Context: an optimization exercise on an open-source flow, tuned for small area, a short achievable clock period and few clock cycles. The choices shown serve that exercise and are no tape-out recipe. The RTL was checked by simulation tests, not by an equivalence proof against the original design. Power and IR drop assume default switching activity.

[flow/constraint.sdc]
create_clock -name core_clock -period 9.0 [get_ports {clock}]
set_input_delay 1.8000 -clock core_clock [delete_from_list [all_inputs] [get_ports {clock}]]
set_output_delay 1.8000 -clock core_clock [all_outputs]
set_load 0.01 [all_outputs]
[flow/run.sh]
#!/bin/bash
# synth_recipe.tcl (not shown) runs the flow's synth.tcl, then flattens the netlist and writes it again
# the make line also repeats each setting of config.mk as NAME=value (left out here)
make -C /OpenROAD-flow-scripts/flow DESIGN_CONFIG=/design/flow/config.mk WORK_HOME=/design/flow/orfs CLKGATE_MAP_FILE= SYNTH_SCRIPT=/design/flow/synth_recipe.tcl finish
[flow/design.v]
`timescale 1ns / 1ps
module clock_divider(clock_in, reset, counter, last_phase
    );
	input clock_in;
	input reset;
	output reg [1:0] counter;
	output last_phase;
	parameter [1:0] DIVISOR = 2'd3;
always @(posedge clock_in or posedge reset)
	begin
 if (reset)
  counter <= 2'd0;
 else if(counter>=DIVISOR)
  counter <= 2'd0;
 else
  counter <= counter + 2'd1;
	end
assign last_phase = (counter == DIVISOR);
endmodule
`timescale 1ns / 1ps
module adder( input [31:0] inp , output wire [31:0] out
    );
        assign out = inp + 1  ;
endmodule
`timescale 1ns / 1ps
module adder32( input [31:0] a , input [31:0] b , output [31:0] c 
    );
	assign c = (a + b ) ;
endmodule
`timescale 1ns / 1ps
module mux2_1( input [31:0] a , input [31:0] b ,  input s ,  output [31:0] out
    );
	 assign out = (s) ? b : a ; 
endmodule
`timescale 1ns / 1ps
module sign_extend(input [15:0] a , input zero_ext , input clock , input en , output reg [31:0] b
    );
	 always @ (posedge clock ) begin
	  if (en)
	  b <=  (a[15] & ~zero_ext) ? {{16{1'b1}} , a } : {{16{1'b0}} , a };
		end
endmodule
`timescale 1ns / 1ps
module Latch_alu_reg( input [31:0] result_alu , input zero , input clock , input en , input reset , output reg[31:0] funal_alu , output reg z );
	always @(posedge clock or posedge reset) begin
		if (reset) begin
		funal_alu <= 32'd0 ;
		z <= 1'b0 ;
		end
		else if (en) begin
		funal_alu <= result_alu ;
		z <= zero ;
		end
	end
endmodule
`timescale 1ns / 1ps
module bank_reg(input [4:0] src1 , input [4:0] src2 ,  input [4:0] dst , input [31:0] Data , input reg_write , input clock ,
                  output [31:0] data1 , output [31:0] data2
    );
	 reg [31:0] Bank [31:1] ;
	 assign data1 = (src1 == 5'd0) ? 32'd0 : Bank[src1] ;
	 assign data2 = (src2 == 5'd0) ? 32'd0 : Bank[src2] ;
	 always @ (posedge clock) begin
	 if (reg_write && dst != 5'd0)
	   Bank[dst] <= Data ;
	 end
endmodule
`timescale 1ns / 1ps
module alu(
      input          [31:0]     a,           
      input          [31:0]     b,           
      input          [3:0]     alu_control,      
      output     reg     [31:0]     result,           
      output zero
   );
		always @ (*)
		begin
			case (alu_control)
	   4'b0000: result = a & b;
      4'b0001: result = a | b;
      4'b0010: result = a + b;
      4'b0110: result = a - b;
		 4'b0111: result = (a > b ) ?  b : a ;
		 4'b1100: result =  ~ (a ^ b ) ;
		 4'b0011: result =  a ;     
      default: result = a + b;
			endcase
		end
		assign zero = (result == 0  ) ? 1'b1 : 1'b0 ;
endmodule
`timescale 1ns / 1ps
module ALU_control(
input [1:0]ALU_op,
input [5:0]inst,
input opc0,
output reg [3:0]op,
output reg JR
 );
always @(*)
begin
JR = 0 ;
op = 4'b0010 ;
	if(ALU_op == 2'b00)
	begin
	op = 4'b0010 ;
	end
	else if(ALU_op == 2'b01)
	begin
	op = 4'b0110 ;
	end
	else if(ALU_op == 2'b11) 
	begin
	op = opc0 ? 4'b0001 : 4'b0000 ;
	end
	else if(ALU_op == 2'b10)
	begin
		if(inst == 6'b100000)
		op = 4'b0010 ;
		if(inst == 6'b011000)
		op = 4'b0010 ;
		if(inst == 6'b100010)
		op = 4'b0110 ;
		if(inst == 6'b100100)
		op = 4'b0000 ;
		if(inst == 6'b100101)
		op = 4'b0001 ;
		if(inst == 6'b101010)
		op = 4'b0111 ;
		if(inst == 6'b001100)
		op = 4'b0000 ;
		if(inst == 6'b001101)
		op = 4'b0001 ;
		if(inst == 6'b001000) 
		begin
		JR = 1 ;
		op = 4'b0011 ;
		end
	end
end
endmodule
`timescale 1ns / 1ps
module control(
    input [5:0] inst_in,
    output reg RegDst,
	 output reg Branch,
    output reg MemRead,
    output reg MemtoReg,
    output reg [1:0] ALUop,
    output reg MemWrite,
    output reg ALUsrc,
    output reg RegWrite,
	 output reg Jump ,
	 output reg JAL
    );
always @(*)
begin
	RegDst = 0;
	ALUsrc = 0;
	MemtoReg = 0;
	RegWrite = 0;
	MemRead = 0;
	MemWrite = 0;
	Branch = 0;
	Jump = 0 ;
	JAL = 0 ;
	ALUop = 2'b00;
   if(inst_in == 6'b000000) 
	begin
	RegDst = 1;
	RegWrite = 1;
	ALUop = 2'b10;
	end
	else if(inst_in == 6'b100011) 
	begin
	ALUsrc = 1;
	MemtoReg = 1;
	RegWrite = 1;
	MemRead = 1;
	ALUop = 2'b00;
	end
	else if(inst_in == 6'b001000) 
	begin
	ALUsrc = 1;
	RegWrite = 1;
	ALUop = 2'b00;
	end
	else if(inst_in == 6'b001100) 
	begin
	ALUsrc = 1;
	RegWrite = 1;
	ALUop = 2'b11;
	end
	else if(inst_in == 6'b001101) 
	begin
	ALUsrc = 1;
	RegWrite = 1;
	ALUop = 2'b11;
	end
	else if(inst_in == 6'b000100) 
	begin
	Branch = 1;
	ALUop = 2'b01;
	end
	else if(inst_in == 6'b000010) 
	begin
	Jump = 1 ;
	ALUop = 2'b01;
	end
	else if(inst_in == 6'b000011) 
	begin
	RegWrite = 1;
	Jump = 1 ;
	JAL = 1 ;
	ALUop = 2'b01;
	end
end
endmodule
`timescale 1ns / 1ps
module Mips_core( input clock , input reset ,
	output wire [31:0] imem_addr , input [31:0] imem_data ,
	output wire [6:0] dmem_addr , input [31:0] dmem_data ,
	output wire wb_valid , output wire [4:0] wb_reg , output wire [31:0] wb_data
    );
	 reg [31:0] current_pc ;
	 wire[31:0] pc1 ;
	 wire[31:0] sign_data ;
	 wire[31:0] pc2;
	 wire[31:0] instruction ;
	 wire [1:0] phase ;
	 wire last_phase ;
	 clock_divider  clk ( clock , reset , phase , last_phase ) ;
	 wire[31:0] pc_JR ;
	 always @ (posedge clock or posedge reset)
	 begin
	 if (reset)
	 current_pc <= 0 ;
	 else if (last_phase)
	 current_pc <= pc_JR ;
	 end
	 assign imem_addr = current_pc ;
	 assign instruction = imem_data ;
    wire RegDst;
	 wire Branch;
    wire MemRead;
    wire MemtoReg;
    wire [1:0] ALUop;
    wire MemWrite;
    wire ALUsrc;
    wire RegWrite;
	 wire Jump ;
	 wire jr ;
	 wire JAL ;
	  wire [4:0]  reg_wr2 ;
	  wire[4:0] miany ;
	  wire[4:0] JAL_specefic ;
	  assign JAL_specefic = 5'd31 ;
	assign miany = (RegDst) ?   instruction[15:11] : instruction[20:16]  ;
	assign reg_wr2 = (JAL)  ?   JAL_specefic :  miany  ;
	wire[31:0] final_write_data ;
	wire[31:0] JAL_write_data ;
	mux2_1    p_JAL   ( final_write_data , pc1 , JAL , JAL_write_data ) ;
	   adder  		     pc_plus_1( current_pc ,  pc1 ) ;
	  sign_extend    sign ( instruction[15:0] , ALUop == 2'b11 , clock , phase == 2'd0 , sign_data) ;
	  adder32  		  pc_32 ( pc1 , sign_data , pc2) ;
	 control      control_unit (instruction[31:26] , RegDst , Branch , MemRead , MemtoReg , ALUop , MemWrite , ALUsrc , RegWrite , Jump , JAL) ;
	 wire [31:0] Read_data1 ;
	 wire [31:0] Read_data2 ;
	 wire do_write = RegWrite & ~jr ;
 bank_reg  Regsisters ( instruction [25:21] , instruction [20:16] , reg_wr2 , JAL_write_data  ,   do_write & last_phase , clock , Read_data1 , Read_data2 ) ;
	wire [31:0] for_src2_alu ;
	wire [31:0] Result_alu ;
	wire [31:0] result_alu ;
	wire Zero ;
	wire zero ;
	mux2_1 SRC2_ALU ( Read_data2 , sign_data , ALUsrc , for_src2_alu) ;
	wire [3:0] cont_alu ;
	alu   Alu (  Read_data1 , for_src2_alu , cont_alu , Result_alu , Zero ) ;
	Latch_alu_reg  lutch (Result_alu , Zero , clock , phase == 2'd1 , reset , result_alu ,  zero ) ;
	ALU_control contrat  ( ALUop , instruction[5:0] , instruction[26] , cont_alu , jr) ;
	 reg [31:0] data_Date_memory ;
	 assign dmem_addr = result_alu[6:0] ;
	 always @ (posedge clock)
	 if (phase == 2'd2 && MemRead)
	   data_Date_memory <= dmem_data ;
	 wire [31:0] jump_adress ;
	 wire [31:0] pc_next ;
	 wire [31:0] pc_next_j ;
	 assign jump_adress =  {6'b000000 , instruction[25:0] } ;
	 mux2_1  ff ( result_alu , data_Date_memory , MemtoReg , final_write_data ) ;
	 mux2_1  p_counter ( pc1 , pc2 , (zero & Branch ) ,  pc_next ) ;
	 mux2_1  p_jump    ( pc_next , jump_adress , Jump , pc_next_j ) ;
	 mux2_1  p_JR     ( pc_next_j , result_alu , jr , pc_JR ) ;
	 assign wb_valid = do_write & last_phase ;
	 assign wb_reg = reg_wr2 ;
	 assign wb_data = JAL_write_data ;
endmodule
[flow/config.mk]
export PLATFORM = sky130hd
export DESIGN_NAME = Mips_core
export DESIGN_NICKNAME = Mips_core
export VERILOG_FILES = /design/flow/design.v
export SDC_FILE = /design/flow/constraint.sdc
export NUM_CORES = 4
export LEC_CHECK = 0
export CAP_MARGIN = 20
export CORE_MARGIN = 2
export CORE_UTILIZATION = 40
export PLACE_DENSITY = 0.6
export SLEW_MARGIN = 20
==> results of run 1 <==
==> layout make-up <==
cell class / instances / area (sq um) / area share, %
timing repair buffer: 440 / 4010 / 5.80
inverter: 131 / 493 / 0.713
clock inverter: 84 / 1000 / 1.45
antenna: 4 / 10.0 / 0.0145
clock buffer: 135 / 3020 / 4.36
sequential: 1108 / 32900 / 47.6
multi-input combinational: 2684 / 25300 / 36.5
tap: 1930 / 2410 / 3.49
==> layer usage <==
metal / vias up / global-route usage, % / routed length [um]
li1: 17500 / - / -
met1: 21900 / 39.6 / 86100
met2: 2692 / 44.7 / 101000
met3: 493 / 7.32 / 27100
met4: 8 / 11.4 / 9830
met5: - / 0 / 70
==> power breakdown <==
| group | total, mW | leakage, nW | internal, mW | switching (mW) |
|---|---|---|---|---|
| Combinational | 3.76 | 11.6 | 1.33 | 2.43 |
| Sequential | 6.49 | 10.1 | 6.32 | 0.161 |
| Clock | 5.07 | 1.92 | 2.86 | 2.21 |
==> how the worst max path moves through the flow <==
stage / slack [ns] / from / end
final: 0.93 / imem_data[29] / lutch.z
after global routing: 0.52 / imem_data[29] / lutch.z
after global placement: 0.28 / imem_data[16] / lutch.z
after floorplan: 1.57 / imem_data[17] / lutch.z
after CTS: 0.97 / imem_data[29] / lutch.z
after detailed placement: 0.23 / imem_data[29] / lutch.z
==> worst register-to-register path: cells and delay by family (launching register included) <==
family / cells / cell delay (ns)
flip-flops: 1 / 0.38
AND/OR/NAND/NOR: 5 / 1.16
adder cells (fa/ha/maj): 2 / 0.71
AO/OA/AOI/OAI: 10 / 3.48
multiplexers: 2 / 0.76
buffers and inverters: 1 / 0.22
==> registers in the layout, summed over array words and instances (netlist names) <==
signal,flops
Regsisters.Bank,992
clk.counter,2
current_pc,32
data_Date_memory,32
lutch.funal_alu,32
lutch.z,1
sign.b,17
==> cells in the mapped netlist (all sizes together) (61+ instances only) <==
library cell  number
nand2            225
inv              131
ha               132
nor2             293
clkbuf           132
mux4             399
buf              174
a22oi             61
a21oi            264
mux2i            259
o21ai            132
dfrtp             67
edfxtp          1041
nand3             76
o211ai            66
==> stage by stage <==
step                      utilization [%]  power [mW]
final                                46.7        15.3
after CTS                            46.6        15.3
after global placement               43.9        10.3
after floorplan                         -        8.56
after global routing                 46.7        15.8
after detailed placement             43.9        10.3
==> logic make-up after synthesis <==
logic type / share of synthesized area (%)
compound gates: 10.5
xor+xnor: 1.26
fa+ha+maj: 2.86
buf+inv: 3.54
flops: 55.0
mux: 20.4
simple gates: 6.35
==> run_results.csv, run 1 <==
group,metric,value,unit
outcome,outcome,"finished clean",
clock_network,cts.sink_count,1108,
timing,tightest_slew,1.29,ns
synth,yosysWarningCount,8,
clock_network,number_of_hold_buffers_added_after_cts,0,
placement,buffer_ports.inserted,142,
timing,setup_ws,0.934,ns
synth,fraction_of_registers_with_async_set_or_reset_after_synthesis,6.05,%
flow_run,cap_viol_max_count,0,
synth,yosys_most_used_dff,"sky130_fd_sc_hd__edfxtp_1",
setup_path,startpoint_type,"primary input",
finish,layout-area-overhead-vs-synth,15.6,%
placement,dp_hpwl,147000,um
drt,avgViaCountPerCell,6.53,
synth,mappedNetlistArea,59800,sq um
synth,synth_cells,4229,
setup_path,critical_path.n_buffers_inverters,3,
setup_path,rrSetupSlack,2.13,ns
timing,timing.fmax,124,MHz
setup_path,critical_path.slowest_cell,"sky130_fd_sc_hd__o21ai_2",
pwr,pwr_density_cell,221,nW/um^2
pwr,p_leak,23.7,nW
timing,slew_viol_final,0,
timing,skew,0.0907,ns
grt,first_pass_grt_wire_length,314000,um
clock_network,post_cts.repair.setup_buffers,0,
setup_path,critical_path_arrival,8.69,ns
finish,mostFrequentLayoutCells,"1041 x sky130_fd_sc_hd__edfxtp_1, 393 x sky130_fd_sc_hd__mux4_2, 275 x sky130_fd_sc_hd__buf_4",
setup_path,critical_path.max_fanout,18,
clock_network,tritoncts.num_buffers,117,
timing,period_needed,8.07,ns
synth,synth-edff-count,1041,
synth,most_area_consuming_cells_after_synthesis,"sky130_fd_sc_hd__edfxtp_1 52%, sky130_fd_sc_hd__mux4_2 15%, sky130_fd_sc_hd__mux2i_1 4.3%",
hold_path,cells_on_worst_hold_path,1,
finish,post-route-cell-area,69200,sq um
clock_network,clockRootBuffer,"sky130_fd_sc_hd__clkbuf_16",
setup_path,rr_worst_depth,20,
setup_path,critPathCaptureType,"flip-flop",
clock_network,clock_pin_slew_of_the_registers_on_the_worst_case_setup_and_hold_paths,0.07,ns
drt,pre_antenna_drt_iters,5,
clock_network,clock_insertion_delay_at_the_later_pin_of_the_skew_report,0.81,ns
grt,grt_use_total,29.1,%
setup_path,regToRegEndpoint,"lutch.z",
grt,number_of_antenna_violations_at_the_first_check_in_global_routing,15,
finish,drive_gt1_share,23.3,%
hold_path,hold_end,"clk.counter[0]",
clock_network,clock_tree.buffer_depth,3,
placement,placement_cell_area,65100,sq um
grt,grt.overflow.total,0,
timing,layout_worst_path_cycle_share,89.6,%
setup_path,worst_path_largest_cell_delay,0.62,ns
setup_path,setup.worst_path.class,"primary input to flip-flop",
floorplanning,die_area,153000,sq um
floorplanning,coreArea,148000,sq um
setup_path,cp_num_cells,21,
drt,drt_first_iter_violations,6059,
placement,finalWeightedCongestion,0.977,
hold_path,timing.hold.worst.class,"flip-flop to flip-flop",
drt,route.detailed.drc,0,
timing,post_route_hold_slack,0.511,ns
pwr,worst_ir_drop_vdd,0.165,mV
setup_path,series_of_cell_instances_along_the_critical_path,"clkdlybuf4s50_1 -> or3b_1 -> nor3_2 -> or2_2 -> and2_1 -> a31oi_1 -> inv_1 -> ha_1 -> or4_4 -> nor3_2 -> nand3_1 -> or2_1 -> o211a_4 -> o21ai_2 -> a211oi_1 -> a211oi_1 -> buf_4 -> or4bb_1 -> nor4_2 -> nand4_1 -> o32ai_2",
setup_path,crit_required,9.63,ns
drt,vias,42600,
synth,postSynthNetCount,4430,
floorplanning,ios,143,
timing,grt_setup_unrepaired,"no",
clock_network,cts_resized,0,
synth,yosysSeqAreaShare,55.0,%
floorplanning,rows,141,
drt,wl_final,225000,um
clock_network,cts_tree,"yes",
timing,max-slew-margin-rel,13.5,%
synth,synth_top_area_cell,"sky130_fd_sc_hd__edfxtp_1",
timing,hold_viol,0,
drt,avgRoutedWirePerCell,34.5,um
finish,fillerInstances,12900,
synth,syn_area_per_cell,14.1,sq um
setup_path,critical_path.top_delay_family,"simple AND/OR/NAND/NOR gates",
floorplanning,chipHeight,391,um
grt,number_of_global_route_vias_before_repair,41000,
grt,grt_start_max_net_pins,69,
placement,pre_cts_ws,0.226,ns
finish,post_layout_nonfiller_instances,6516,
drt,ant_nets,0,
floorplanning,floorplan.die.width,391,um
synth,synth_top_cell_area_share,52.2,%
hold_path,min-delay-start,"clk.counter[0]",
finish,layout.nets,4683,
timing,setup-violations-final,0,
setup_path,r2r_start,"Regsisters.Bank[14][0]",
synth,unique_masters_post_synth,102,
placement,numPlacedInstances,6292,
clock_network,htree_num_levels,3,
synth,synth-seq-cells,1108,
floorplanning,starting_utilization_of_the_core_area,40.4,%
timing,totalNegativeSetupSlack,0,ns
finish,most_frequent_standard_cell_in_the_layout_excluding_fill_and_tap_cells,"sky130_fd_sc_hd__edfxtp_1",
Testbench counts, summed over its fixed seeds: cycles 101,656.
==> inputs of run 2 (changes only) <==
--- a/flow/design.v
+++ b/flow/design.v
@@ -220,77 +220,77 @@
 	output wire [31:0] imem_addr , input [31:0] imem_data ,
 	output wire [6:0] dmem_addr , input [31:0] dmem_data ,
-	output wire wb_valid , output wire [4:0] wb_reg , output wire [31:0] wb_data
-    );
-	 reg [31:0] current_pc ;
-	 wire[31:0] pc1 ;
-	 wire[31:0] sign_data ;
-	 wire[31:0] pc2;
-	 wire[31:0] instruction ;
-	 wire [1:0] phase ;
-	 wire last_phase ;
-	 clock_divider  clk ( clock , reset , phase , last_phase ) ;
-	 wire[31:0] pc_JR ;
-	 always @ (posedge clock or posedge reset)
-	 begin
-	 if (reset)
-	 current_pc <= 0 ;
-	 else if (last_phase)
-	 current_pc <= pc_JR ;
-	 end
-	 assign imem_addr = current_pc ;
-	 assign instruction = imem_data ;
-    wire RegDst;
-	 wire Branch;
-    wire MemRead;
-    wire MemtoReg;
-    wire [1:0] ALUop;
-    wire MemWrite;
-    wire ALUsrc;
-    wire RegWrite;
-	 wire Jump ;
-	 wire jr ;
-	 wire JAL ;
-	  wire [4:0]  reg_wr2 ;
-	  wire[4:0] miany ;
-	  wire[4:0] JAL_specefic ;
-	  assign JAL_specefic = 5'd31 ;
-	assign miany = (RegDst) ?   instruction[15:11] : instruction[20:16]  ;
-	assign reg_wr2 = (JAL)  ?   JAL_specefic :  miany  ;
-	wire[31:0] final_write_data ;
-	wire[31:0] JAL_write_data ;
-	mux2_1    p_JAL   ( final_write_data , pc1 , JAL , JAL_write_data ) ;
-	   adder  		     pc_plus_1( current_pc ,  pc1 ) ;
-	  sign_extend    sign ( instruction[15:0] , ALUop == 2'b11 , clock , phase == 2'd0 , sign_data) ;
-	  adder32  		  pc_32 ( pc1 , sign_data , pc2) ;
-	 control      control_unit (instruction[31:26] , RegDst , Branch , MemRead , MemtoReg , ALUop , MemWrite , ALUsrc , RegWrite , Jump , JAL) ;
-	 wire [31:0] Read_data1 ;
-	 wire [31:0] Read_data2 ;
-	 wire do_write = RegWrite & ~jr ;
- bank_reg  Regsisters ( instruction [25:21] , instruction [20:16] , reg_wr2 , JAL_write_data  ,   do_write & last_phase , clock , Read_data1 , Read_data2 ) ;
-	wire [31:0] for_src2_alu ;
-	wire [31:0] Result_alu ;
-	wire [31:0] result_alu ;
-	wire Zero ;
-	wire zero ;
-	mux2_1 SRC2_ALU ( Read_data2 , sign_data , ALUsrc , for_src2_alu) ;
-	wire [3:0] cont_alu ;
-	alu   Alu (  Read_data1 , for_src2_alu , cont_alu , Result_alu , Zero ) ;
-	Latch_alu_reg  lutch (Result_alu , Zero , clock , phase == 2'd1 , reset , result_alu ,  zero ) ;
-	ALU_control contrat  ( ALUop , instruction[5:0] , instruction[26] , cont_alu , jr) ;
-	 reg [31:0] data_Date_memory ;
-	 assign dmem_addr = result_alu[6:0] ;
-	 always @ (posedge clock)
-	 if (phase == 2'd2 && MemRead)
-	   data_Date_memory <= dmem_data ;
-	 wire [31:0] jump_adress ;
-	 wire [31:0] pc_next ;
-	 wire [31:0] pc_next_j ;
-	 assign jump_adress =  {6'b000000 , instruction[25:0] } ;
-	 mux2_1  ff ( result_alu , data_Date_memory , MemtoReg , final_write_data ) ;
-	 mux2_1  p_counter ( pc1 , pc2 , (zero & Branch ) ,  pc_next ) ;
-	 mux2_1  p_jump    ( pc_next , jump_adress , Jump , pc_next_j ) ;
-	 mux2_1  p_JR     ( pc_next_j , result_alu , jr , pc_JR ) ;
-	 assign wb_valid = do_write & last_phase ;
-	 assign wb_reg = reg_wr2 ;
-	 assign wb_data = JAL_write_data ;
-endmodule
+	output reg wb_valid , output reg [4:0] wb_reg , output reg [31:0] wb_data
+    );
+	reg [31:0] pc ;
+	assign imem_addr = pc ;
+	wire [31:0] ins = imem_data ;
+	wire [5:0] op = ins[31:26] ;
+	wire [5:0] fn = ins[5:0] ;
+	wire [4:0] rs = ins[25:21] ;
+	wire [4:0] rt = ins[20:16] ;
+	wire [4:0] rd = ins[15:11] ;
+	wire is_r    = (op == 6'b000000) ;
+	wire is_lw   = (op == 6'b100011) ;
+	wire is_addi = (op == 6'b001000) ;
+	wire is_andi = (op == 6'b001100) ;
+	wire is_ori  = (op == 6'b001101) ;
+	wire is_beq  = (op == 6'b000100) ;
+	wire is_j    = (op == 6'b000010) ;
+	wire is_jal  = (op == 6'b000011) ;
+	wire is_jr   = is_r & (fn == 6'b001000) ;
+	reg [31:0] bank [1:31] ;
+	wire [31:0] a = (rs == 5'd0) ? 32'd0 : bank[rs] ;
+	wire [31:0] b = (rt == 5'd0) ? 32'd0 : bank[rt] ;
+	wire [31:0] simm = {{16{ins[15]}}, ins[15:0]} ;
+	wire [31:0] zimm = {16'd0, ins[15:0]} ;
+	wire r_sub = (fn == 6'b100010) ;
+	wire r_and = (fn == 6'b100100) | (fn == 6'b001100) ;
+	wire r_or  = (fn == 6'b100101) | (fn == 6'b001101) ;
+	wire r_min = (fn == 6'b101010) ;
+	wire [31:0] add_b = is_r ? (r_sub ? ~b : b) : simm ;
+	wire [31:0] sum = a + add_b + {31'd0, is_r & r_sub} ;
+	wire [31:0] min_ab = (a > b) ? b : a ;
+	reg [31:0] res ;
+	always @(*) begin
+		if (is_r) begin
+			if (r_and)      res = a & b ;
+			else if (r_or)  res = a | b ;
+			else if (r_min) res = min_ab ;
+			else            res = sum ;
+		end
+		else if (is_andi) res = a & zimm ;
+		else if (is_ori)  res = a | zimm ;
+		else              res = sum ;
+	end
+	wire [31:0] pc1 = pc + 32'd1 ;
+	assign dmem_addr = a[6:0] + ins[6:0] ;
+	wire we = (is_r & ~is_jr) | is_lw | is_addi | is_andi | is_ori | is_jal ;
+	wire [4:0] wreg = is_jal ? 5'd31 : (is_r ? rd : rt) ;
+	wire [31:0] wdata = is_lw ? dmem_data : (is_jal ? pc1 : res) ;
+	always @(posedge clock) begin
+		if (we && wreg != 5'd0)
+			bank[wreg] <= wdata ;
+	end
+	wire [31:0] pc_br = pc1 + simm ;
+	reg [31:0] pc_n ;
+	always @(*) begin
+		if (is_j | is_jal)           pc_n = {6'd0, ins[25:0]} ;
+		else if (is_jr)              pc_n = a ;
+		else if (is_beq && a == b)   pc_n = pc_br ;
+		else                         pc_n = pc1 ;
+	end
+	always @(posedge clock or posedge reset) begin
+		if (reset) begin
+			pc <= 32'd0 ;
+			wb_valid <= 1'b0 ;
+		end
+		else begin
+			pc <= pc_n ;
+			wb_valid <= we ;
+		end
+	end
+	always @(posedge clock) begin
+		wb_reg <= wreg ;
+		wb_data <= wdata ;
+	end
+endmodule
==> run 2 against run 1 <==
  * Global-route usage is 1.8 points lower
  * Final area is 3.8% lower
  * Non-clock buffer count shrank 72
  * Via count fell by 6.1%
  * First-iteration DRC count fell by 23%
  * Sequential power decreased by 6.2%
  * Count of clock-buffer cells in the layout increased by 9
  * Critical path depth shrank 3
==> run_results.csv, run 2 <==
group,metric,value,unit
pwr,p_leak,23.0,nW
synth,syn_area_per_cell,14.4,sq um
setup_path,worst_path_largest_cell_delay,0.59,ns
synth,yosysWarningCount,1,
floorplanning,chipHeight,384,um
synth,postSynthNetCount,4251,
placement,dp_hpwl,133000,um
clock_network,cts.sink_count,1062,
setup_path,critical_path.max_fanout,33,
drt,drt_first_iter_violations,4693,
synth,synthXorXnorAreaFrac,1.76,%
synth,synth_commonest_cells,"992 x sky130_fd_sc_hd__edfxtp_1, 419 x sky130_fd_sc_hd__mux4_2, 279 x sky130_fd_sc_hd__mux2i_1, 226 x sky130_fd_sc_hd__a21oi_1, 225 x sky130_fd_sc_hd__nor2_1",
synth,synth-seq-cells,1062,
finish,most_frequent_standard_cell_in_the_layout_excluding_fill_and_tap_cells,"sky130_fd_sc_hd__edfxtp_1",
placement,numPlacedInstances,5997,
timing,period_needed,7.97,ns
timing,setup-violations-final,0,
grt,first_pass_grt_wire_length,289000,um
synth,synth_cells,4009,
setup_path,critical_path.n_buffers_inverters,6,
setup_path,critical_path.top_delay_family,"buffers and inverters",
clock_network,htree_num_levels,3,
synth,fraction_of_registers_with_async_set_or_reset_after_synthesis,3.11,%
clock_network,tritoncts.num_buffers,110,
synth,synth.area.mux_share,21.4,%
clock_network,clockRootBuffer,"sky130_fd_sc_hd__clkbuf_16",
synth,yosysSeqAreaShare,54.2,%
placement,finalWeightedCongestion,0.977,
placement,placement_cell_area,62700,sq um
floorplanning,rows,139,
synth,main_combinational_cell_family_by_area_after_synthesis,"multiplexers",
clock_network,clock_pin_slew_of_the_registers_on_the_worst_case_setup_and_hold_paths,0.06,ns
clock_network,cts_tree,"yes",
hold_path,timing.hold.worst.class,"flip-flop to flip-flop",
grt,number_of_antenna_violations_at_the_first_check_in_global_routing,6,
timing,skew,0.0801,ns
synth,synth_adder_area_share,3.86,%
setup_path,critical_path_arrival,6.17,ns
timing,slew_viol_final,0,
pwr,worst_ir_drop_vdd,0.187,mV
floorplanning,coreArea,143000,sq um
grt,grt_use_total,27.3,%
synth,unique_masters_post_synth,90,
synth,synth_top_cell_area_share,51.5,%
synth,synth_top_area_cell,"sky130_fd_sc_hd__edfxtp_1",
flow_run,cap_viol_max_count,0,
synth,yosys_most_used_dff,"sky130_fd_sc_hd__edfxtp_1",
drt,avgRoutedWirePerCell,32.8,um
finish,post_layout_nonfiller_instances,6207,
timing,layout_worst_path_cycle_share,88.5,%
setup_path,critPathCaptureType,"primary output",
placement,buffer_ports.inserted,142,
finish,mostFrequentLayoutCells,"992 x sky130_fd_sc_hd__edfxtp_1, 419 x sky130_fd_sc_hd__mux4_2, 279 x sky130_fd_sc_hd__mux2i_1",
clock_network,number_of_hold_buffers_added_after_cts,0,
floorplanning,starting_utilization_of_the_core_area,40.3,%
floorplanning,die_area,148000,sq um
timing,tightest_slew,1.16,ns
setup_path,startpoint_type,"primary input",
synth,mappedNetlistArea,57800,sq um
grt,grt_start_max_net_pins,91,
setup_path,series_of_cell_instances_along_the_critical_path,"buf_8 -> buf_4 -> mux2i_1 -> a21oi_1 -> mux4_2 -> mux2_2 -> nand2_1 -> inv_2 -> ha_1 -> inv_1 -> fa_1 -> inv_1 -> a21oi_1 -> o21bai_1 -> a21o_1 -> a21oi_1 -> xnor2_1 -> clkdlybuf4s50_1",
finish,layout-area-overhead-vs-synth,15.0,%
drt,route.detailed.drc,0,
setup_path,critical-path-top-cell-by-count,"sky130_fd_sc_hd__a21oi_1",
finish,layout.nets,4449,
setup_path,crit_required,7.20,ns
finish,fillerInstances,12400,
clock_network,cts_resized,0,
setup_path,setup.worst_path.class,"primary input to primary output",
grt,number_of_global_route_vias_before_repair,39000,
timing,totalNegativeSetupSlack,0,ns
floorplanning,ios,143,
pwr,pwr_density_cell,211,nW/um^2
drt,avgViaCountPerCell,6.44,
setup_path,critical_path.slowest_cell,"sky130_fd_sc_hd__clkdlybuf4s50_1",
timing,grt_setup_unrepaired,"no",
clock_network,clock_tree.buffer_depth,3,
drt,wl_final,203000,um
clock_network,clock_insertion_delay_at_the_later_pin_of_the_skew_report,0.78,ns
timing,hold_viol,0,
setup_path,rrSetupSlack,2.99,ns
finish,post-route-cell-area,66500,sq um
timing,timing.fmax,126,MHz
drt,vias,40000,
synth,yosysMostFrequentCell,"sky130_fd_sc_hd__edfxtp_1",
clock_network,post_cts.repair.setup_buffers,0,
floorplanning,floorplan.die.width,384,um
finish,largest_register_ff_count,992,
finish,drive_gt1_share,21.8,%
outcome,outcome,"finished clean",
drt,pre_antenna_drt_iters,6,
grt,grt.overflow.total,0,
synth,most_area_consuming_cells_after_synthesis,"sky130_fd_sc_hd__edfxtp_1 52%, sky130_fd_sc_hd__mux4_2 16%, sky130_fd_sc_hd__mux2i_1 4.8%",
timing,max-slew-margin-rel,22.7,%
synth,synth-edff-count,992,
drt,ant_nets,0,
synth,synth_compound_gate_area_share,10.5,%
synth,synthSimpleGateAreaFrac,5.00,%
-- run 2: cells by family after synthesis --
group / count (synthesis)
flip-flops: 1062
multiplexers: 709
adder cells (fa/ha/maj): 176
XOR/XNOR: 116
buffers and inverters: 399
AND/OR/NAND/NOR: 632
AO/OA/AOI/OAI: 915
-- run 2: cell type report --
class,instances,area [sq um],area share [%]
repair buffers,368,3540,5.32
inverters,117,439,0.660
diodes,1,2.50,0.00376
multi-input cells,2548,25000,37.6
flip-flops and latches,1062,31400,47.1
clock buffers,144,2980,4.48
clock inverters,64,818,1.23
well taps,1903,2380,3.58
-- run 2: worst register-to-register path, stage by stage, from the launching register on --
cell and delay [ns]:
sky130_fd_sc_hd__edfxtp_1 0.39, sky130_fd_sc_hd__mux4_2 0.48, sky130_fd_sc_hd__mux4_2 0.49, sky130_fd_sc_hd__a21oi_1 0.17
sky130_fd_sc_hd__buf_4 0.16, sky130_fd_sc_hd__nor2_1 0.13, sky130_fd_sc_hd__xnor2_1 0.22, sky130_fd_sc_hd__o21ai_0 0.31
sky130_fd_sc_hd__ha_1 0.29, sky130_fd_sc_hd__nor2b_1 0.13, sky130_fd_sc_hd__o31a_1 0.29, sky130_fd_sc_hd__o311ai_1 0.53
sky130_fd_sc_hd__a41oi_1 0.31, sky130_fd_sc_hd__o21ai_1 0.37, sky130_fd_sc_hd__o21bai_1 0.20, sky130_fd_sc_hd__a21oi_1 0.22
sky130_fd_sc_hd__xnor2_1 0.17, sky130_fd_sc_hd__a22oi_1 0.16, sky130_fd_sc_hd__o311ai_4 0.25, sky130_fd_sc_hd__buf_4 0.40
-- run 2: final timing paths --
path                                from      endpoint  depth (start not counted)
setup / recovery           imem_data[21]  dmem_addr[6]                         18
hold / removal                    pc[31]        pc[31]                          4
setup reg to reg              bank[7][1]  bank[29][25]                         19
hold reg to reg                   pc[31]        pc[31]                          4
max in group asynchronous          reset         pc[2]                          3
min in group asynchronous          reset        pc[15]                          3
-- run 2: per-layer routing --
metal  routed length [um]  track usage, %  part of all wire (%)  up-vias
li1                     -               -                     -    16700
met2                92400            42.3                    45     2417
met5                   24               0                 0.012        -
met1                81000            37.6                    40    20500
met4                 9630            12.0                   4.7        4
met3                20400            4.97                    10      447
-- run 2: per-stage QoR --
| stage | utilization, % | setup WS [ns] | hold slack (ns) | power, mW |
|---|---|---|---|---|
| global route | 46.4 | 0.789 | 0.827 | 14.5 |
| finish | 46.4 | 1.03 | 0.769 | 14.0 |
| floorplan | - | 0.958 | 0.733 | 7.98 |
| CTS | 46.3 | 1.08 | 0.781 | 14.1 |
| detailed placement | 43.7 | 0.768 | 0.760 | 9.27 |
| global placement | 43.6 | 0.731 | 0.738 | 9.26 |
-- run 2: report_power, final --
part           switching, mW  total (mW)  internal, mW
combinational           1.97        3.13          1.15
sequential             0.108        6.09          5.98
clock                   2.04        4.82          2.78
Testbench counts of run 2, summed over its fixed seeds: cycles 25,478.
==> inputs of run 3 (changes only) <==
--- a/flow/design.v
+++ b/flow/design.v
@@ -24,7 +24,29 @@
 endmodule
 `timescale 1ns / 1ps
-module adder32( input [31:0] a , input [31:0] b , output [31:0] c 
+module adder32 #( parameter W = 32 , parameter L = 5 ) ( input [W-1:0] a , input [W-1:0] b , input cin , output [W-1:0] c , output cout
     );
-	assign c = (a + b ) ;
+	wire [W-1:0] p0 = a ^ b ;
+	wire [W-1:0] g0 = a & b ;
+	wire [W-1:0] g [0:L] ;
+	wire [W-1:0] p [0:L] ;
+	assign g[0] = {g0[W-1:1], g0[0] | (p0[0] & cin)} ;
+	assign p[0] = p0 ;
+	genvar k , i ;
+	generate
+		for (k = 0 ; k < L ; k = k + 1) begin : lvl
+			for (i = 0 ; i < W ; i = i + 1) begin : bitk
+				if (i >= (1 << k)) begin : comb
+					assign g[k+1][i] = g[k][i] | (p[k][i] & g[k][i - (1 << k)]) ;
+					assign p[k+1][i] = p[k][i] & p[k][i - (1 << k)] ;
+				end
+				else begin : pass
+					assign g[k+1][i] = g[k][i] ;
+					assign p[k+1][i] = p[k][i] ;
+				end
+			end
+		end
+	endgenerate
+	assign c = p0 ^ {g[L][W-2:0], cin} ;
+	assign cout = g[L][W-1] ;
 endmodule
 `timescale 1ns / 1ps
@@ -239,58 +261,102 @@
 	wire is_jal  = (op == 6'b000011) ;
 	wire is_jr   = is_r & (fn == 6'b001000) ;
-	reg [31:0] bank [1:31] ;
-	wire [31:0] a = (rs == 5'd0) ? 32'd0 : bank[rs] ;
-	wire [31:0] b = (rt == 5'd0) ? 32'd0 : bank[rt] ;
+	wire same_rs_rt = (rs == rt) ;
 	wire [31:0] simm = {{16{ins[15]}}, ins[15:0]} ;
 	wire [31:0] zimm = {16'd0, ins[15:0]} ;
+	reg [31:0] e_A , e_B , e_tgt ;
+	reg [4:0] e_wreg ;
+	reg e_we , e_beq ;
+	reg e_neg , e_and , e_or , e_min , e_lw ;
+	reg [6:0] d_addr ;
+	wire [31:0] res ;
+	wire redirect ;
+	reg [31:0] bank [1:31] ;
+	reg [31:0] rA , rB ;
+	integer ri ;
+	always @(*) begin
+		rA = 32'd0 ;
+		rB = 32'd0 ;
+		for (ri = 1 ; ri < 32 ; ri = ri + 1) begin
+			rA = rA | (bank[ri] & {32{rs == ri[4:0]}}) ;
+			rB = rB | (bank[ri] & {32{rt == ri[4:0]}}) ;
+		end
+	end
+	wire fwdA_sel = e_we & (e_wreg == rs) & (rs != 5'd0) ;
+	wire fwdB_sel = e_we & (e_wreg == rt) & (rt != 5'd0) ;
+	wire [31:0] fA = fwdA_sel ? res : rA ;
+	wire [31:0] fB = fwdB_sel ? res : rB ;
+	wire [31:0] pc1 , br_tgt ;
+	adder32 pc_inc ( pc , 32'd0 , 1'b1 , pc1 , ) ;
+	adder32 br_add ( pc , simm , 1'b1 , br_tgt , ) ;
+	wire [6:0] lw_addr ;
+	adder32 #(7, 3) da_add ( rA[6:0] , ins[6:0] , 1'b0 , lw_addr , ) ;
+	wire stall = is_lw & fwdA_sel ;
 	wire r_sub = (fn == 6'b100010) ;
 	wire r_and = (fn == 6'b100100) | (fn == 6'b001100) ;
 	wire r_or  = (fn == 6'b100101) | (fn == 6'b001101) ;
 	wire r_min = (fn == 6'b101010) ;
-	wire [31:0] add_b = is_r ? (r_sub ? ~b : b) : simm ;
-	wire [31:0] sum = a + add_b + {31'd0, is_r & r_sub} ;
-	wire [31:0] min_ab = (a > b) ? b : a ;
-	reg [31:0] res ;
-	always @(*) begin
-		if (is_r) begin
-			if (r_and)      res = a & b ;
-			else if (r_or)  res = a | b ;
-			else if (r_min) res = min_ab ;
-			else            res = sum ;
+	wire dec_we = (is_r & ~is_jr) | is_lw | is_addi | is_andi | is_ori | is_jal ;
+	always @(posedge clock or posedge reset) begin
+		if (reset) begin
+			e_we <= 1'b0 ;
+			e_beq <= 1'b0 ;
+			d_addr <= 7'd0 ;
+		end
+		else begin
+			e_we <= dec_we & ~redirect & ~stall ;
+			e_beq <= is_beq & ~same_rs_rt & ~redirect ;
+			d_addr <= lw_addr ;
 		end
-		else if (is_andi) res = a & zimm ;
-		else if (is_ori)  res = a | zimm ;
-		else              res = sum ;
-	end
-	wire [31:0] pc1 = pc + 32'd1 ;
-	assign dmem_addr = a[6:0] + ins[6:0] ;
-	wire we = (is_r & ~is_jr) | is_lw | is_addi | is_andi | is_ori | is_jal ;
-	wire [4:0] wreg = is_jal ? 5'd31 : (is_r ? rd : rt) ;
-	wire [31:0] wdata = is_lw ? dmem_data : (is_jal ? pc1 : res) ;
+	end
 	always @(posedge clock) begin
-		if (we && wreg != 5'd0)
-			bank[wreg] <= wdata ;
+		e_A <= is_jal ? 32'd0 : fA ;
+		e_B <= is_jal ? pc1 : (is_lw | is_addi) ? simm : (is_andi | is_ori) ? zimm :
+		       (is_r & (r_sub | r_min)) ? ~fB : fB ;
+		e_tgt <= br_tgt ;
+		e_wreg <= is_jal ? 5'd31 : (is_r ? rd : rt) ;
+		e_neg <= is_r & (r_sub | r_min) ;
+		e_and <= (is_r & r_and) | is_andi ;
+		e_or  <= (is_r & r_or) | is_ori ;
+		e_min <= is_r & r_min ;
+		e_lw  <= is_lw ;
 	end
-	wire [31:0] pc_br = pc1 + simm ;
 	reg [31:0] pc_n ;
 	always @(*) begin
-		if (is_j | is_jal)           pc_n = {6'd0, ins[25:0]} ;
-		else if (is_jr)              pc_n = a ;
-		else if (is_beq && a == b)   pc_n = pc_br ;
-		else                         pc_n = pc1 ;
+		if (redirect)                   pc_n = e_tgt ;
+		else if (is_j | is_jal)         pc_n = {6'd0, ins[25:0]} ;
+		else if (stall)                 pc_n = pc ;
+		else if (is_jr)                 pc_n = fA ;
+		else if (is_beq & same_rs_rt)   pc_n = br_tgt ;
+		else                            pc_n = pc1 ;
 	end
 	always @(posedge clock or posedge reset) begin
-		if (reset) begin
+		if (reset)
 			pc <= 32'd0 ;
-			wb_valid <= 1'b0 ;
-		end
-		else begin
+		else
 			pc <= pc_n ;
-			wb_valid <= we ;
-		end
+	end
+	assign dmem_addr = d_addr ;
+	wire [31:0] sum ;
+	wire cout ;
+	adder32 alu_add ( e_A , e_B , e_neg , sum , cout ) ;
+	wire [31:0] min_ab = cout ? ~e_B : e_A ;
+	assign res = e_lw ? dmem_data :
+	             e_and ? (e_A & e_B) :
+	             e_or ? (e_A | e_B) :
+	             e_min ? min_ab : sum ;
+	assign redirect = e_beq & (e_A == e_B) ;
+	always @(posedge clock) begin
+		if (e_we && e_wreg != 5'd0)
+			bank[e_wreg] <= res ;
+	end
+	always @(posedge clock or posedge reset) begin
+		if (reset)
+			wb_valid <= 1'b0 ;
+		else
+			wb_valid <= e_we ;
 	end
 	always @(posedge clock) begin
-		wb_reg <= wreg ;
-		wb_data <= wdata ;
+		wb_reg <= e_wreg ;
+		wb_data <= res ;
 	end
 endmodule
==> run 3 against run 2 <==
  * Still clean on timing, DRC and antenna
  * Combinational power up about 20%
  * Wire length rose by 41%
  * Global-route usage grew 12 points
  * Area after synthesis down 4.2%
  * Clock power grew 14%
  * Register-to-register slack improved by 0.13 ns
==> run_results.csv, run 3 <==
group,metric,value,unit
placement,buffer_ports.inserted,142,
floorplanning,starting_utilization_of_the_core_area,40.3,%
hold_path,timing.hold.worst.class,"flip-flop to flip-flop",
timing,slew_viol_final,0,
drt,ant_nets,0,
clock_network,clock_insertion_delay_at_the_later_pin_of_the_skew_report,0.83,ns
setup_path,startpoint_type,"primary input",
grt,number_of_global_route_vias_before_repair,46400,
timing,hold_viol,0,
placement,placement_cell_area,60400,sq um
grt,grt.overflow.total,0,
synth,most_area_consuming_cells_after_synthesis,"sky130_fd_sc_hd__edfxtp_1 54%, sky130_fd_sc_hd__a22oi_1 12%, sky130_fd_sc_hd__dfxtp_1 5.2%",
synth,synth-edff-count,992,
finish,layout.nets,5030,
drt,route.detailed.drc,0,
synth,yosys_most_used_dff,"sky130_fd_sc_hd__edfxtp_1",
setup_path,critPathCaptureType,"flip-flop",
placement,pre_cts_ws,2.49,ns
clock_network,number_of_hold_buffers_added_after_cts,0,
floorplanning,ios,143,
clock_network,clock_tree.buffer_depth,3,
synth,yosysWarningCount,3,
finish,drive_gt1_share,12.1,%
finish,utilization,47.2,%
synth,unique_masters_post_synth,86,
clock_network,htree_num_levels,4,
outcome,outcome,"finished clean",
floorplanning,floorplan.die.width,376,um
drt,avgRoutedWirePerCell,42.5,um
finish,largest_register_ff_count,992,
placement,dp_hpwl,176000,um
clock_network,clock_pin_slew_of_the_registers_on_the_worst_case_setup_and_hold_paths,0.06,ns
floorplanning,die_area,142000,sq um
timing,max-slew-margin-rel,11.1,%
setup_path,critical_path_arrival,6.69,ns
synth,synth-seq-cells,1177,
finish,mostFrequentLayoutCells,"992 x sky130_fd_sc_hd__edfxtp_1, 901 x sky130_fd_sc_hd__a22oi_1, 402 x sky130_fd_sc_hd__nand2_1",
timing,post_route_hold_slack,0.466,ns
clock_network,tritoncts.num_buffers,133,
synth,yosysSeqAreaShare,60.8,%
clock_network,cts.sink_count,1177,
clock_network,cts_tree,"yes",
timing,setup-violations-final,0,
setup_path,critical_path.max_fanout,17,
synth,mappedNetlistArea,55400,sq um
timing,timing.fmax,166,MHz
drt,drt_first_iter_violations,10600,
timing,grt_setup_unrepaired,"no",
synth,synth_commonest_cells,"992 x sky130_fd_sc_hd__edfxtp_1, 901 x sky130_fd_sc_hd__a22oi_1, 402 x sky130_fd_sc_hd__nand2_1, 281 x sky130_fd_sc_hd__nor2_1, 248 x sky130_fd_sc_hd__clkbuf_1",
timing,skew,0.0568,ns
pwr,pwr_density_cell,254,nW/um^2
finish,most_frequent_standard_cell_in_the_layout_excluding_fill_and_tap_cells,"sky130_fd_sc_hd__edfxtp_1",
synth,synth_top_cell_area_share,53.8,%
synth,postSynthNetCount,4861,
placement,numPlacedInstances,6513,
timing,setup_ws,2.98,ns
clock_network,cts_resized,0,
finish,layout-area-overhead-vs-synth,17.0,%
placement,finalWeightedCongestion,1.01,
drt,vias,49900,
clock_network,post_cts.repair.setup_buffers,0,
timing,totalNegativeSetupSlack,0,ns
synth,yosysMostFrequentCell,"sky130_fd_sc_hd__edfxtp_1",
finish,post_layout_nonfiller_instances,6765,
pwr,report.power.total,16.5,mW
drt,wl_final,287000,um
pwr,p_leak,22.2,nW
floorplanning,coreArea,137000,sq um
synth,synth_top_area_cell,"sky130_fd_sc_hd__edfxtp_1",
setup_path,setup.worst_path.class,"primary input to flip-flop",
drt,avgViaCountPerCell,7.37,
finish,post-route-cell-area,64900,sq um
synth,fraction_of_registers_with_async_set_or_reset_after_synthesis,3.57,%
drt,pre_antenna_drt_iters,11,
grt,number_of_antenna_violations_at_the_first_check_in_global_routing,26,
synth,syn_area_per_cell,11.8,sq um
synth,synth_cells,4688,
timing,period_needed,6.02,ns
grt,grt_start_max_net_pins,56,
timing,tightest_slew,1.32,ns
grt,first_pass_grt_wire_length,387000,um
clock_network,clockRootBuffer,"sky130_fd_sc_hd__clkbuf_16",
timing,layout_worst_path_cycle_share,66.9,%
grt,grt_use_total,39.6,%
flow_run,cap_viol_max_count,0,
setup_path,crit_required,9.66,ns
pwr,worst_ir_drop_vdd,0.165,mV
floorplanning,chipHeight,376,um
floorplanning,rows,136,
-- run 3: cell types whose count changed in the layout (fill, tap and decap cells not counted), moves of 98 or more --
cell,change
sky130_fd_sc_hd__dfxtp_1,+103
sky130_fd_sc_hd__nand2_1,+225
sky130_fd_sc_hd__nand4_1,+98
sky130_fd_sc_hd__mux2i_1,-239
sky130_fd_sc_hd__a22oi_1,+892
sky130_fd_sc_hd__mux4_2,-419
-- run 3: final cells by class --
cell class                 instances  area (sq um)
fill                           12300         72600
sequential                      1177         33700
multi-input combinational       3089         21100
clock buffer                     168          3560
timing repair buffer             354          3080
tap                             1794          2240
clock inverter                    75           816
inverter                         102           384
antenna                            6          15.0
-- run 3: kinds of logic after synthesis --
group | Yosys count | synth area share (%)
AOI/OAI and AO/OA | 1609 | 20.9
and+or+nand+nor | 1218 | 10.3
DFF | 1177 | 60.8
buffers and inverters | 422 | 2.91
xor gates and xnor gates | 108 | 1.71
adders and majority gates | 107 | 2.47
muxes | 47 | 0.865
-- run 3: metal layers --
metal / part of all wire, % / global-route usage [%]
met3: 16 / 16.1
met1: 34 / 48.8
met4: 9.5 / 27.6
met5: 0.054 / 0
met2: 41 / 56.5
-- run 3: final timing paths --
| path | endpoint | cells past startpoint | start | slack [ns] |
|---|---|---|---|---|
| max in group asynchronous | wb_valid | 2 | reset | 6.95 |
| hold / removal | pc[28] | 2 | e_tgt[28] | 0.47 |
| setup / recovery | d_addr[6] | 17 | imem_data[22] | 2.98 |
| min in group asynchronous | pc[10] | 2 | reset | 1.49 |
| setup reg to reg | pc[17] | 17 | e_B[0] | 3.12 |
| hold reg to reg | pc[28] | 2 | e_tgt[28] | 0.47 |
-- run 3: worst max-delay path, cell delays in order --
cell and delay [ns]:
sky130_fd_sc_hd__clkdlybuf4s50_1 0.78, sky130_fd_sc_hd__nand2_1 0.56, sky130_fd_sc_hd__nor2_4 1.00, sky130_fd_sc_hd__buf_4 0.55, sky130_fd_sc_hd__a22oi_1 0.17, sky130_fd_sc_hd__nand4_1 0.14
sky130_fd_sc_hd__nor2_1 0.06, sky130_fd_sc_hd__or4b_2 0.26, sky130_fd_sc_hd__inv_1 0.08, sky130_fd_sc_hd__fa_1 0.41, sky130_fd_sc_hd__inv_1 0.07, sky130_fd_sc_hd__a21o_1 0.12
sky130_fd_sc_hd__a21oi_1 0.10, sky130_fd_sc_hd__o21bai_1 0.15, sky130_fd_sc_hd__a21oi_1 0.10, sky130_fd_sc_hd__xor2_1 0.15, sky130_fd_sc_hd__xnor2_1 0.14
-- run 3: power breakdown --
group	leakage, nW	internal (mW)	total [mW]	switching (mW)
clock	2.12	3.13	5.51	2.37
sequential	10.6	6.96	7.22	0.257
combinational	9.49	1.13	3.77	2.64
total	22.2	11.2	16.5	5.27
Testbench counts of run 3, summed over its fixed seeds: cycles 26,702.
==> inputs of run 4 (changes only) <==
--- a/flow/config.mk
+++ b/flow/config.mk
@@ -10,3 +10,4 @@
 export CORE_UTILIZATION = 40
 export PLACE_DENSITY = 0.6
+export SETUP_SLACK_MARGIN = 5
 export SLEW_MARGIN = 20
==> run 4 against run 3 <==
  * Setup slack improved by 1.8 ns
  * Final area increased by 5.5%
  * Combinational power increased by 25%
  * Clock skew decreased by 0.0025 ns
  * Clock power decreased by 2%
  * Area after synthesis unchanged
  * Non-clock buffer count increased by 176
  * Critical path type unchanged
  * Critical endpoint is now e_B[31]
  * Largest cell class unchanged
  * Largest power group unchanged
==> run_results.csv, run 4 <==
group,metric,value,unit
pwr,seqPwrFrac,41.7,%
finish,post_layout_nonfiller_instances,6955,
synth,mappedNetlistArea,55400,sq um
pwr,worst_ir_drop_vdd,0.183,mV
flow_run,cap_viol_max_count,0,
placement,placement_cell_area,60300,sq um
setup_path,worst_path_largest_cell_delay,0.56,ns
synth,synth-edff-count,992,
timing,skew,0.0544,ns
setup_path,critical_path_arrival,4.82,ns
clock_network,clock_tree.buffer_depth,3,
setup_path,critPathCaptureType,"flip-flop",
timing,grt_setup_unrepaired,"yes",
pwr,pwr_density_cell,253,nW/um^2
pwr,clockPowerShare,31.1,%
placement,dp_hpwl,174000,um
drt,pre_antenna_drt_iters,17,
drt,avgViaCountPerCell,7.51,
timing,totalNegativeSetupSlack,0,ns
timing,slew_viol_final,0,
setup_path,startpoint_type,"primary input",
grt,number_of_global_route_vias_before_repair,47800,
timing,setup-violations-final,0,
floorplanning,ios,143,
synth,yosys_most_used_dff,"sky130_fd_sc_hd__edfxtp_1",
floorplanning,chipHeight,376,um
synth,yosysSeqAreaShare,60.8,%
clock_network,tritoncts.num_buffers,130,
drt,route.detailed.drc,0,
synth,synth_cells,4688,
placement,numPlacedInstances,6469,
clock_network,clockRootBuffer,"sky130_fd_sc_hd__clkbuf_16",
synth,unique_masters_post_synth,86,
setup_path,series_of_cell_instances_along_the_critical_path,"clkbuf_4 -> or3b_4 -> nor2_4 -> buf_12 -> buf_4 -> a222oi_1 -> nand3_1 -> nor3_1 -> nand3_2 -> o21ai_0 -> mux2i_2 -> nor3_1",
finish,mostFrequentLayoutCells,"992 x sky130_fd_sc_hd__edfxtp_1, 897 x sky130_fd_sc_hd__a22oi_1, 388 x sky130_fd_sc_hd__nand2_1",
finish,utilization,49.8,%
grt,grt.overflow.total,0,
synth,postSynthNetCount,4861,
pwr,swShare,32.9,%
grt,grt_use_total,41.6,%
timing,max-slew-margin-rel,9.47,%
synth,synth-seq-cells,1177,
finish,layout-area-overhead-vs-synth,23.5,%
drt,ant_nets,0,
floorplanning,floorplan.die.width,376,um
pwr,p_leak,23.7,nW
pwr,p_int,11.6,mW
outcome,outcome,"finished clean",
timing,timing.fmax,240,MHz
grt,number_of_antenna_violations_at_the_first_check_in_global_routing,27,
finish,most_frequent_standard_cell_in_the_layout_excluding_fill_and_tap_cells,"sky130_fd_sc_hd__edfxtp_1",
floorplanning,coreArea,137000,sq um
finish,fillerInstances,12000,
drt,drt_first_iter_violations,11600,
finish,drive_gt1_share,18.8,%
placement,buffer_ports.inserted,142,
timing,tightest_slew,1.36,ns
synth,synth_top_cell_area_share,53.8,%
floorplanning,starting_utilization_of_the_core_area,40.3,%
clock_network,htree_num_levels,4,
setup_path,critical-path-top-cell-by-count,"sky130_fd_sc_hd__nor3_1",
setup_path,critical_path.n_buffers_inverters,3,
timing,post_route_hold_slack,0.469,ns
clock_network,clock_insertion_delay_at_the_later_pin_of_the_skew_report,0.82,ns
synth,yosysMostFrequentCell,"sky130_fd_sc_hd__edfxtp_1",
placement,finalWeightedCongestion,1.01,
floorplanning,rows,136,
drt,vias,52200,
synth,synth_commonest_cells,"992 x sky130_fd_sc_hd__edfxtp_1, 901 x sky130_fd_sc_hd__a22oi_1, 402 x sky130_fd_sc_hd__nand2_1, 281 x sky130_fd_sc_hd__nor2_1, 248 x sky130_fd_sc_hd__clkbuf_1",
timing,period_needed,4.18,ns
drt,wl_final,306000,um
finish,largest_register_ff_count,992,
floorplanning,die_area,142000,sq um
pwr,power.net_switching,5.69,mW
synth,synth_top_area_cell,"sky130_fd_sc_hd__edfxtp_1",
pwr,power.share.combinational,27.1,%
timing,layout_worst_path_cycle_share,46.4,%
setup_path,critical_path.slowest_cell,"sky130_fd_sc_hd__a222oi_1",
drt,avgRoutedWirePerCell,44.0,um
finish,layout.nets,5214,
clock_network,cts_tree,"yes",
synth,syn_area_per_cell,11.8,sq um
finish,post-route-cell-area,68400,sq um
grt,first_pass_grt_wire_length,403000,um
clock_network,clock_pin_slew_of_the_registers_on_the_worst_case_setup_and_hold_paths,0.06,ns
timing,hold_viol,0,
setup_path,critical_path.top_delay_family,"simple AND/OR/NAND/NOR gates",
setup_path,crit_required,9.64,ns
setup_path,setup.worst_path.class,"primary input to flip-flop",
clock_network,cts.sink_count,1177,
hold_path,timing.hold.worst.class,"flip-flop to flip-flop",
grt,grt_start_max_net_pins,56,
synth,yosysWarningCount,3,
synth,most_area_consuming_cells_after_synthesis,"sky130_fd_sc_hd__edfxtp_1 54%, sky130_fd_sc_hd__a22oi_1 12%, sky130_fd_sc_hd__dfxtp_1 5.2%",
synth,fraction_of_registers_with_async_set_or_reset_after_synthesis,3.57,%
setup_path,critical_path.max_fanout,18,
## run 4: cell count changes in the layout (fill, tap and decap cells not counted), moves of 18 or more
| cell | change |
|---|---|
| sky130_fd_sc_hd__buf_4 | +79 |
| sky130_fd_sc_hd__buf_6 | +39 |
| sky130_fd_sc_hd__buf_12 | +34 |
| sky130_fd_sc_hd__o21ai_0 | -32 |
| sky130_fd_sc_hd__clkdlybuf4s50_1 | -29 |
| sky130_fd_sc_hd__ha_1 | -18 |
## run 4: logic make-up (layout without fill, tap and decap cells)
family / after synthesis / count (layout) / share of synthesized area (%)
DFF: 1177 / 1177 / 60.8
and+or+nand+nor: 1218 / 1224 / 10.3
muxes: 47 / 47 / 0.865
xor gates and xnor gates: 108 / 108 / 1.71
adders and majority gates: 107 / 107 / 2.47
AOI/OAI and AO/OA: 1609 / 1614 / 20.9
buffers and inverters: 422 / 867 / 2.91
other: 0 / 17 / 0
## run 4: cell type report
type	count	area, sq um	share of cell area [%]
flip-flops and latches	1177	33700	49.3
well taps	1794	2240	3.28
diodes	17	42.5	0.0622
clock buffers	178	3590	5.24
repair buffers	530	5340	7.80
multi-input cells	3100	22500	32.8
clock inverters	57	627	0.916
inverters	102	409	0.598
## run 4: repair_timing
item,in CTS,in global routing
resized for setup,288,200
hold buffers,0,0
setup buffers,156,51
gates cloned,13,8
endpoints found under the setup margin,765,287
pin swaps,89,49
## run 4: path summary, 6_finish.rpt
| path | cells past startpoint | startpoint | slack (ns) | end |
|---|---|---|---|---|
| worst min register to register | 2 | e_tgt[28] | 0.47 | pc[28] |
| worst max register to register | 9 | e_B[15] | 5.01 | pc[15] |
| worst max-delay path | 12 | imem_data[20] | 4.82 | e_B[31] |
| worst min-delay path | 2 | e_tgt[28] | 0.47 | pc[28] |
| max in group asynchronous | 2 | reset | 6.97 | pc[25] |
| min in group asynchronous | 2 | reset | 1.50 | pc[20] |
## run 4: power by group through the flow
stage	Clock (mW)	Sequential, mW	Combinational, mW
finish	5.39	7.22	4.70
global placement	0	7.33	3.57
CTS	5.38	7.21	4.06
floorplan	0	7.29	1.87
global route	5.60	7.24	4.81
detailed placement	0	7.33	3.59
## run 4: through the flow
step | setup WS (ns) | power, mW
after floorplan | 4.51 | 9.16
after global placement | 2.40 | 10.9
after detailed placement | 2.41 | 10.9
after CTS | 4.82 | 16.7
after global routing | 4.80 | 17.6
final | 4.82 | 17.3
## run 4: worst min-delay path, cell delays in order, from the launching register on
cell	delay [ns]
sky130_fd_sc_hd__dfxtp_1	0.30
sky130_fd_sc_hd__nand2_1	0.07
sky130_fd_sc_hd__a21oi_1	0.07
## run 4: per-layer routing
metal	GRT usage, %	vias up	wire length, um
met5	2.47	-	756
met4	31.0	34	30400
met3	21.6	1945	53300
met2	56.8	5671	119000
met1	49.3	25100	102000
li1	-	19500	-
==> inputs of run 5 (changes only) <==
==> flow/flow/run.sh (new file) <==
#!/bin/bash
# The standard layout (standard.sh: unchanged synthesis, the design's clock
# and constraints), with two settings changed for the later steps:
#  - the port buffers are buf_4 cells instead of the default delay buffers.
# Each step's full output goes to its own log file in this folder.
set -euo pipefail
MARGIN=5.5
sed "s|CLKGATE_MAP_FILE= |CLKGATE_MAP_FILE= SETUP_SLACK_MARGIN=$MARGIN 'BUFFER_PORTS_ARGS=-buffer_cell sky130_fd_sc_hd__buf_4' |" standard.sh > standard_tuned.sh
bash standard.sh synth > synth.log 2>&1
bash standard_tuned.sh floorplan > floorplan.log 2>&1
bash standard_tuned.sh place > place.log 2>&1
bash standard_tuned.sh cts > cts.log 2>&1
bash standard_tuned.sh route > route.log 2>&1
bash standard_tuned.sh finish > finish.log 2>&1
test -f out/final.def
==> flow/standard.sh (new file) <==
#!/bin/bash
# synth_recipe.tcl (not shown) runs the flow's synth.tcl, then flattens the netlist and writes it again
# the make line also repeats each setting of config.mk as NAME=value (left out here)
make -C /OpenROAD-flow-scripts/flow DESIGN_CONFIG=/design/flow/config.mk WORK_HOME=/design/flow/orfs CLKGATE_MAP_FILE= SYNTH_SCRIPT=/design/flow/synth_recipe.tcl "${@:-finish}"
--- a/flow/config.mk
+++ b/flow/config.mk
@@ -10,4 +10,3 @@
 export CORE_UTILIZATION = 40
 export PLACE_DENSITY = 0.6
-export SETUP_SLACK_MARGIN = 5
 export SLEW_MARGIN = 20
removed: flow/run.sh
==> run 5 against run 4 <==
  * Still clean on timing, DRC and antenna
  * Global-route usage rose by 2.7 points
  * First-iteration DRC count rose by 11%
  * Critical path depth rose by 5
  * Flip-flop and latch count did not move
  * Register-to-register slack improved by 0.14 ns
  * Count of clock-buffer cells in the layout fell by 19
  * Die area did not move
  * Synthesized cell count did not move
  * Cell count rose by 4.7%
  * Setup slack improved by 0.045 ns
  * Hold slack got worse by 0.0097 ns
  * Largest cell class unchanged
  * Largest power group is now combinational logic
==> run_results.csv, run 5 <==
group,metric,value,unit
outcome,outcome,"finished clean",
synth,synth_top_area_cell,"sky130_fd_sc_hd__edfxtp_1",
finish,largest_register_ff_count,992,
setup_path,critical-path-top-cell-by-count,"sky130_fd_sc_hd__buf_6",
setup_path,critical_path.top_delay_family,"simple AND/OR/NAND/NOR gates",
timing,tightest_slew,1.29,ns
floorplanning,coreArea,137000,sq um
placement,buffer_ports.inserted,142,
synth,mappedNetlistArea,55400,sq um
finish,most_frequent_standard_cell_in_the_layout_excluding_fill_and_tap_cells,"sky130_fd_sc_hd__edfxtp_1",
timing,layout_worst_path_cycle_share,45.9,%
setup_path,startpoint_type,"primary input",
clock_network,cts.sink_count,1177,
pwr,pwr_density_cell,263,nW/um^2
drt,drt_first_iter_violations,12900,
synth,yosysWarningCount,3,
timing,slew_viol_final,0,
synth,unique_masters_post_synth,86,
grt,grt_use_total,44.3,%
finish,layout-area-overhead-vs-synth,37.6,%
pwr,worst_ir_drop_vdd,0.183,mV
synth,postSynthNetCount,4861,
finish,drive_gt1_share,31.4,%
synth,synth_commonest_cells,"992 x sky130_fd_sc_hd__edfxtp_1, 901 x sky130_fd_sc_hd__a22oi_1, 402 x sky130_fd_sc_hd__nand2_1, 281 x sky130_fd_sc_hd__nor2_1, 248 x sky130_fd_sc_hd__clkbuf_1",
drt,wl_final,331000,um
floorplanning,ios,143,
clock_network,clock_tree.buffer_depth,3,
setup_path,critical_path.slowest_cell,"sky130_fd_sc_hd__or4b_4",
placement,finalWeightedCongestion,0.997,
finish,final-seq-area,33700,sq um
finish,utilization,55.5,%
finish,fillerInstances,11100,
drt,avgRoutedWirePerCell,45.5,um
drt,ant_nets,0,
drt,route.detailed.drc,0,
synth,synth-seq-cells,1177,
setup_path,critical_path.max_fanout,22,
floorplanning,floorplan.die.width,376,um
floorplanning,die_area,142000,sq um
placement,dp_hpwl,171000,um
clock_network,tritoncts.num_buffers,121,
grt,first_pass_grt_wire_length,428000,um
drt,vias,56000,
grt,grt_start_max_net_pins,56,
hold_path,timing.hold.worst.class,"flip-flop to flip-flop",
finish,layout.nets,5534,
clock_network,clock_pin_slew_of_the_registers_on_the_worst_case_setup_and_hold_paths,0.06,ns
synth,yosysMostFrequentCell,"sky130_fd_sc_hd__edfxtp_1",
clock_network,number_of_hold_buffers_added_after_cts,0,
synth,fraction_of_registers_with_async_set_or_reset_after_synthesis,3.57,%
grt,number_of_global_route_vias_before_repair,50100,
synth,yosys_most_used_dff,"sky130_fd_sc_hd__edfxtp_1",
setup_path,worst_path_largest_cell_delay,0.57,ns
finish,multi_input_comb_area,24800,sq um
floorplanning,starting_utilization_of_the_core_area,40.3,%
pwr,p_leak,27.2,nW
timing,max-slew-margin-rel,13.4,%
timing,setup-violations-final,0,
synth,yosysSeqAreaShare,60.8,%
synth,most_area_consuming_cells_after_synthesis,"sky130_fd_sc_hd__edfxtp_1 54%, sky130_fd_sc_hd__a22oi_1 12%, sky130_fd_sc_hd__dfxtp_1 5.2%",
timing,grt_setup_unrepaired,"yes",
flow_run,cap_viol_max_count,0,
synth,synth_cells,4688,
timing,hold_viol,0,
synth,syn_area_per_cell,11.8,sq um
timing,totalNegativeSetupSlack,0,ns
setup_path,crit_required,9.73,ns
setup_path,critical_path.n_buffers_inverters,5,
finish,mostFrequentLayoutCells,"992 x sky130_fd_sc_hd__edfxtp_1, 875 x sky130_fd_sc_hd__a22oi_1, 428 x sky130_fd_sc_hd__buf_4",
floorplanning,chipHeight,376,um
grt,grt.overflow.total,0,
-- run 5: cell counts after synthesis --
Identical to the previous run, type by type.
-- run 5: area by class of cell --
| type | count | area share, % |
|---|---|---|
| Multi-Input combinational cell | 3104 | 32.5 |
| Timing Repair Buffer | 853 | 14.3 |
| Antenna cell | 18 | 0.0591 |
| Clock inverter | 71 | 0.942 |
| Sequential cell | 1177 | 44.2 |
| Clock buffer | 159 | 4.43 |
| Tap cell | 1794 | 2.94 |
| Inverter | 102 | 0.568 |
| Timing Repair inverter | 2 | 0.0361 |
-- run 5: what timing repair did --
item,4_1_cts,5_1_grt
setup endpoints to repair,1132,1069
gates resized for setup,851,373
pin swaps,249,233
hold endpoints to repair,0,0
gates cloned,69,27
buffers inserted,338,111
-- run 5: cells by family after synthesis --
family / synth area share, %
XOR/XNOR: 1.71
AND/OR/NAND/NOR: 10.3
flip-flops: 60.8
adder cells (fa/ha/maj): 2.47
buffers and inverters: 2.91
multiplexers: 0.865
AO/OA/AOI/OAI: 20.9
-- run 5: power by group --
group,internal [mW],switching (mW)
logic,3.34,4.18
registers,6.94,0.310
clock network,2.92,2.35
-- run 5: routing by layer --
| metal | GRT usage (%) | up-vias | share of wire (%) |
|---|---|---|---|
| met5 | 7.62 | - | 0.66 |
| met4 | 33.5 | 42 | 11 |
| met3 | 26.2 | 2301 | 19 |
| met2 | 59.0 | 6665 | 38 |
| met1 | 51.2 | 26800 | 32 |
| li1 | - | 20100 | - |
-- run 5: metrics by stage --
step / area (sq um) / hold slack, ns / power (mW) / cells / worst slack (ns)
after floorplan: 57400 / 0.329 / 9.24 / 4688 / 4.51
after detailed placement: 60400 / 0.449 / 11.0 / 6483 / 3.09
after CTS: 72800 / 0.462 / 18.6 / 7120 / 4.99
after global routing: 76200 / 0.485 / 20.3 / 7268 / 4.85
final: 76300 / 0.460 / 20.0 / 7280 / 4.87
after global placement: 60400 / 0.449 / 10.9 / 6482 / 3.02
-- run 5: worst register-to-register path: stages (launching register included) --
cell                       delay, ns
sky130_fd_sc_hd__dfxtp_4        0.35
sky130_fd_sc_hd__fa_2           0.38
sky130_fd_sc_hd__buf_6          0.14
sky130_fd_sc_hd__a211oi_4       0.25
sky130_fd_sc_hd__o21bai_4       0.13
sky130_fd_sc_hd__o21a_1         0.24
sky130_fd_sc_hd__or4b_4         0.58
sky130_fd_sc_hd__and2_4         0.19
sky130_fd_sc_hd__buf_6          0.11
sky130_fd_sc_hd__buf_6          0.10
sky130_fd_sc_hd__buf_6          0.11
sky130_fd_sc_hd__a31oi_4        0.17
sky130_fd_sc_hd__xnor2_1        0.13
sky130_fd_sc_hd__nand2_1        0.10
sky130_fd_sc_hd__a31oi_4        0.25
sky130_fd_sc_hd__buf_12         0.16
sky130_fd_sc_hd__o21ai_4        0.07
sky130_fd_sc_hd__buf_12         0.17
sky130_fd_sc_hd__o21ai_2        0.12
-- run 5: worst paths after layout --
path                                from         to  slack, ns  cells past startpoint
setup / recovery           imem_data[24]  d_addr[5]       4.87                     17
hold / removal                 e_tgt[28]     pc[28]       0.46                      2
setup reg to reg                  e_B[0]     pc[27]       5.15                     18
hold reg to reg                e_tgt[28]     pc[28]       0.46                      2
max in group asynchronous          reset   wb_valid       7.34                      3
min in group asynchronous          reset     pc[14]       1.19                      3

[port drivers added, routing unchanged]
Ports are ideal in the flow. The routed layouts listed here were re-timed in OpenROAD. Step 1, drivers: a clkbuf_16 drives clock and a buf_2 each remaining input, both assumed. Step 2 times the ports against the registers' clock, not the clock port: input delays grow and output delays shrink by t, the midpoint of the rising clock arrivals with the driver on. Slacks: no drivers / after step 1 / after step 2; pairs: no drivers / after step 1.
run	t (ns)	setup WS [ns]
run 1	0.850	0.934 / 0.987 / 0.137
run 2	0.828	1.034 / 0.968 / 0.778
run 3	0.871	2.976 / 3.026 / 2.155
run 4	0.865	4.825 / 4.876 / 4.011
run 5	0.869	4.870 / 4.826 / 3.957
After both steps every run listed still meets setup and hold.
